This is an optimization exercise on Yosys and OpenROAD, whose aim is small area, a short achievable clock period and few clock cycles, not a production implementation. In this exercise RTL edits were held to simulation tests only and were not proved equivalent to the original. No activity file was given, so power comes from the tool's default toggle rates.

violet:
Design cpu, start of the top module:
module cpu
	(output wire [7:0] address,
	 output wire [7:0] to_memory,
	 output wire write,
	 input  wire [7:0] from_memory,
	 input  wire clk, reset);
Size: ~520 cells after synthesis, about 65 flip-flops, about 4000 um2 of cells after synthesis.
export LEC_CHECK = 0
export ABC_AREA = 1
export CAP_MARGIN = 20
export CORE_MARGIN = 2
export CORE_UTILIZATION = 40
export SETUP_SLACK_MARGIN = 5.0
export SLEW_MARGIN = 20
create_clock -name core_clock -period 8.0 [get_ports {clk}]
standard.sh (not shown) runs the stock make flow with config.mk's settings and CLKGATE_MAP_FILE= SYNTH_SCRIPT=/design/flow/synth_recipe.tcl, a recipe that flattens the netlist after the stock synthesis.
==> flow/flow/run.sh <==
#!/bin/bash
# The standard layout (standard.sh), with three changes in how it is made:
#  - logic mapping with the ABC area script flow/abc_area.script (a copy of
#    the ORFS scripts folder is used, with only that file replaced; it adds
#    rounds of choice-based remapping and don't-care optimisation);
#  - timing repair aims at a setup margin of 5.45 ns instead of 5.0 ns;
#  - the port buffers are made with sky130_fd_sc_hd__buf_2.
# The design, constraints, clock period and all other settings are the standard flow's.
# The whole output of the tools goes to standard.log (and ORFS's own logs).
set -euo pipefail
here=$(pwd)
rm -rf "$here/orfs_scripts"
cp -r "$FLOW_HOME/scripts" "$here/orfs_scripts"
cp "$here/flow/abc_area.script" "$here/orfs_scripts/abc_area.script"
sed -e 's/SETUP_SLACK_MARGIN=[0-9.]*/SETUP_SLACK_MARGIN=5.45/' \
    -e "s|^make -C |make SCRIPTS_DIR=$here/orfs_scripts -C |" standard.sh > standard_custom.sh
export BUFFER_PORTS_ARGS="-buffer_cell sky130_fd_sc_hd__buf_2"
export CTS_ARGS="-sink_clustering_enable -repair_clock_nets -dont_use_dummy_load"
bash standard_custom.sh > standard.log 2>&1
==> flow/flow/abc_area.script <==
strash
dc2
dch -f
map -B 0.9
mfs
strash
dch -f
map -B 0.9
mfs
strash
dch -f
map -B 0.9
topo
stime -c
buffer -c
upsize -c
dnsize -c
violet finished end to end and its layout was clean on timing, DRC and antenna.
Testbench counts of violet, summed over its fixed seeds: cycles 69,132.
Input-level comparison between tundra and violet:
==> flow/flow/run.sh <==
#!/bin/bash
# The standard layout, with timing repair aiming at a larger setup margin
# and the port buffers made with sky130_fd_sc_hd__buf_2.
set -euo pipefail
sed 's/SETUP_SLACK_MARGIN=[0-9.]*/SETUP_SLACK_MARGIN=5.6/' standard.sh > standard_margin.sh
export BUFFER_PORTS_ARGS="-buffer_cell sky130_fd_sc_hd__buf_2"
bash standard_margin.sh > standard.log 2>&1
removed: flow/flow/abc_area.script
Notes after the runs:
- In the metrics for violet and tundra, the one carrying the lower overall routed net length is violet.
- Of violet and tundra, the higher largest driver fanout on the critical path belongs to violet.
- Count of clock-buffer cells in the layout delta for tundra relative to violet: 2 higher
- AR[4] as the critical path launch point was reported by violet, and AR[0] by tundra.
--- input diff tundra..sierra ---
# tundra
export LEC_CHECK = 0
export ABC_AREA = 1
export CAP_MARGIN = 20
export CORE_MARGIN = 2
export CORE_UTILIZATION = 40
export SETUP_SLACK_MARGIN = 5.0
export SLEW_MARGIN = 20
create_clock -name core_clock -period 8.0 [get_ports {clk}]
# sierra
export LEC_CHECK = 0
export ABC_AREA = 1
export CAP_MARGIN = 20
export CORE_MARGIN = 2
export CORE_UTILIZATION = 40
export CTS_BUF_LIST = sky130_fd_sc_hd__clkbuf_8
export CTS_CLUSTER_SIZE = 25
export SETUP_SLACK_MARGIN = 5.0
export SLEW_MARGIN = 20
create_clock -name core_clock -period 8.0 [get_ports {clk}]
diff --git a/flow/flow/run.sh b/flow/flow/run.sh
--- a/flow/flow/run.sh
+++ b/flow/flow/run.sh
@@ -5 +5 @@
-sed 's/SETUP_SLACK_MARGIN=[0-9.]*/SETUP_SLACK_MARGIN=5.6/' standard.sh > standard_margin.sh
+sed 's/SETUP_SLACK_MARGIN=[0-9.]*/SETUP_SLACK_MARGIN=5.5/' standard.sh > standard_margin.sh
## What came out
Between tundra and sierra, the ratio of final minimum period to clock period does not differ in any meaningful way. On final period demand of the worst path, tundra and sierra are neck and neck. Non-clock buffer count shrinks by more than 10% when moving from tundra to sierra.
Here is what was changed in the inputs of cedar compared with sierra.
# sierra
export LEC_CHECK = 0
export ABC_AREA = 1
export CAP_MARGIN = 20
export CORE_MARGIN = 2
export CORE_UTILIZATION = 40
export CTS_BUF_LIST = sky130_fd_sc_hd__clkbuf_8
export CTS_CLUSTER_SIZE = 25
export SETUP_SLACK_MARGIN = 5.0
export SLEW_MARGIN = 20
create_clock -name core_clock -period 8.0 [get_ports {clk}]
# cedar
export LEC_CHECK = 0
export ABC_AREA = 1
export CAP_MARGIN = 20
export CORE_MARGIN = 2
export CORE_UTILIZATION = 40
export SETUP_SLACK_MARGIN = 5.0
export SLEW_MARGIN = 20
create_clock -name core_clock -period 8.0 [get_ports {clk}]
==> flow/flow/run.sh <==
#!/bin/bash
# The standard layout (standard.sh), with three changes in how it is made:
#  - logic mapping with the ABC area script flow/abc_area.script (a copy of
#    the ORFS scripts folder is used, with only that file replaced; it adds
#    rounds of choice-based remapping and don't-care optimisation);
#  - timing repair aims at a setup margin of 5.45 ns instead of 5.0 ns;
#  - the port buffers are made with sky130_fd_sc_hd__buf_2.
# The design, constraints, clock period and all other settings are the standard flow's.
# The whole output of the tools goes to standard.log (and ORFS's own logs).
set -euo pipefail
here=$(pwd)
rm -rf "$here/orfs_scripts"
cp -r "$FLOW_HOME/scripts" "$here/orfs_scripts"
cp "$here/flow/abc_area.script" "$here/orfs_scripts/abc_area.script"
sed -e 's/SETUP_SLACK_MARGIN=[0-9.]*/SETUP_SLACK_MARGIN=5.45/' \
    -e "s|^make -C |make SCRIPTS_DIR=$here/orfs_scripts -C |" standard.sh > standard_custom.sh
export BUFFER_PORTS_ARGS="-buffer_cell sky130_fd_sc_hd__buf_2"
export CTS_ARGS="-sink_clustering_enable -repair_clock_nets -dont_use_dummy_load -sink_clustering_size 20 -sink_clustering_max_diameter 100"
bash standard_custom.sh > standard.log 2>&1
==> flow/flow/abc_area.script (new file) <==
strash
dc2
dch -f
map -B 0.9
mfs
strash
dch -f
map -B 0.9
mfs
strash
dch -f
map -B 0.9
topo
stime -c
buffer -c
upsize -c
dnsize -c
==> results.txt <==
In cedar the post-synthesis average cell area turned out 1.4% higher than in sierra.
Summary of cedar over sierra: fmax flat; post-CTS repair timing setup buffer count fell 4; total power per unit cell area now smaller; placeable core region went down.
On fraction of standard cell area that is sequential: between cedar and sierra, it ends up lower for sierra.
Count of multi-input combinational gates (cedar vs. sierra) decreases by a few percent
Compared with sierra, cedar shows wire length that has gone down by a few percent.
Taking sierra as the reference, in cedar die footprint fell by 3.3%, wire length of the first global-routing pass fell by about 2.5%.
Input-level comparison between quartz and cedar:
==> flow/flow/run.sh <==
#!/bin/bash
# The standard layout, with timing repair aiming at a larger setup margin
# and the port buffers made with sky130_fd_sc_hd__buf_2.
set -euo pipefail
sed 's/SETUP_SLACK_MARGIN=[0-9.]*/SETUP_SLACK_MARGIN=5.45/' standard.sh > standard_margin.sh
export BUFFER_PORTS_ARGS="-buffer_cell sky130_fd_sc_hd__buf_2"
bash standard_margin.sh > standard.log 2>&1
removed: flow/flow/abc_area.script
--- outcome ---
In terms of global-route usage, quartz and cedar differ only marginally. On clock share of power, the higher figure sits with quartz, not cedar. Final instance area was lower in cedar than in quartz. [quartz vs cedar] average cell area after synthesis: lower in quartz. Utilization delta for quartz relative to cedar: 1.4 points higher. Of cedar and quartz, cedar shows the lower clock latency on the worst-skew pair, with quartz above it.

-- what the ideal ports hide --
Ports are ideal in the flow. The routed layouts listed here were re-timed in OpenROAD. Step 1, drivers: a clkbuf_16 drives clk and a buf_2 each remaining input, both assumed. Step 2 moves the port delays by t, midway between the first and last clock arrival at a register: inputs arrive t later, outputs are due t later. That takes back most of the time a late clock gives input paths. Slacks: ideal ports / drivers / drivers and shift; pairs: ideal ports / drivers.
run | t (ns) | setup WS [ns] | cell pins on the clock port's net
violet | 0.369 | 5.489 / 5.453 / 5.381 | 1
tundra | 0.391 | 5.493 / 5.459 / 5.302 | 1
sierra | 0.389 | 5.494 / 5.460 / 5.308 | 1
cedar | 0.369 | 5.489 / 5.453 / 5.381 | 1
quartz | 0.384 | 5.474 / 5.440 / 5.261 | 1
After both steps every run listed still meets setup and hold. For quartz, which loses most, drivers alone change the setup slack by -0.034 ns; drivers and shift together by -0.213 ns.
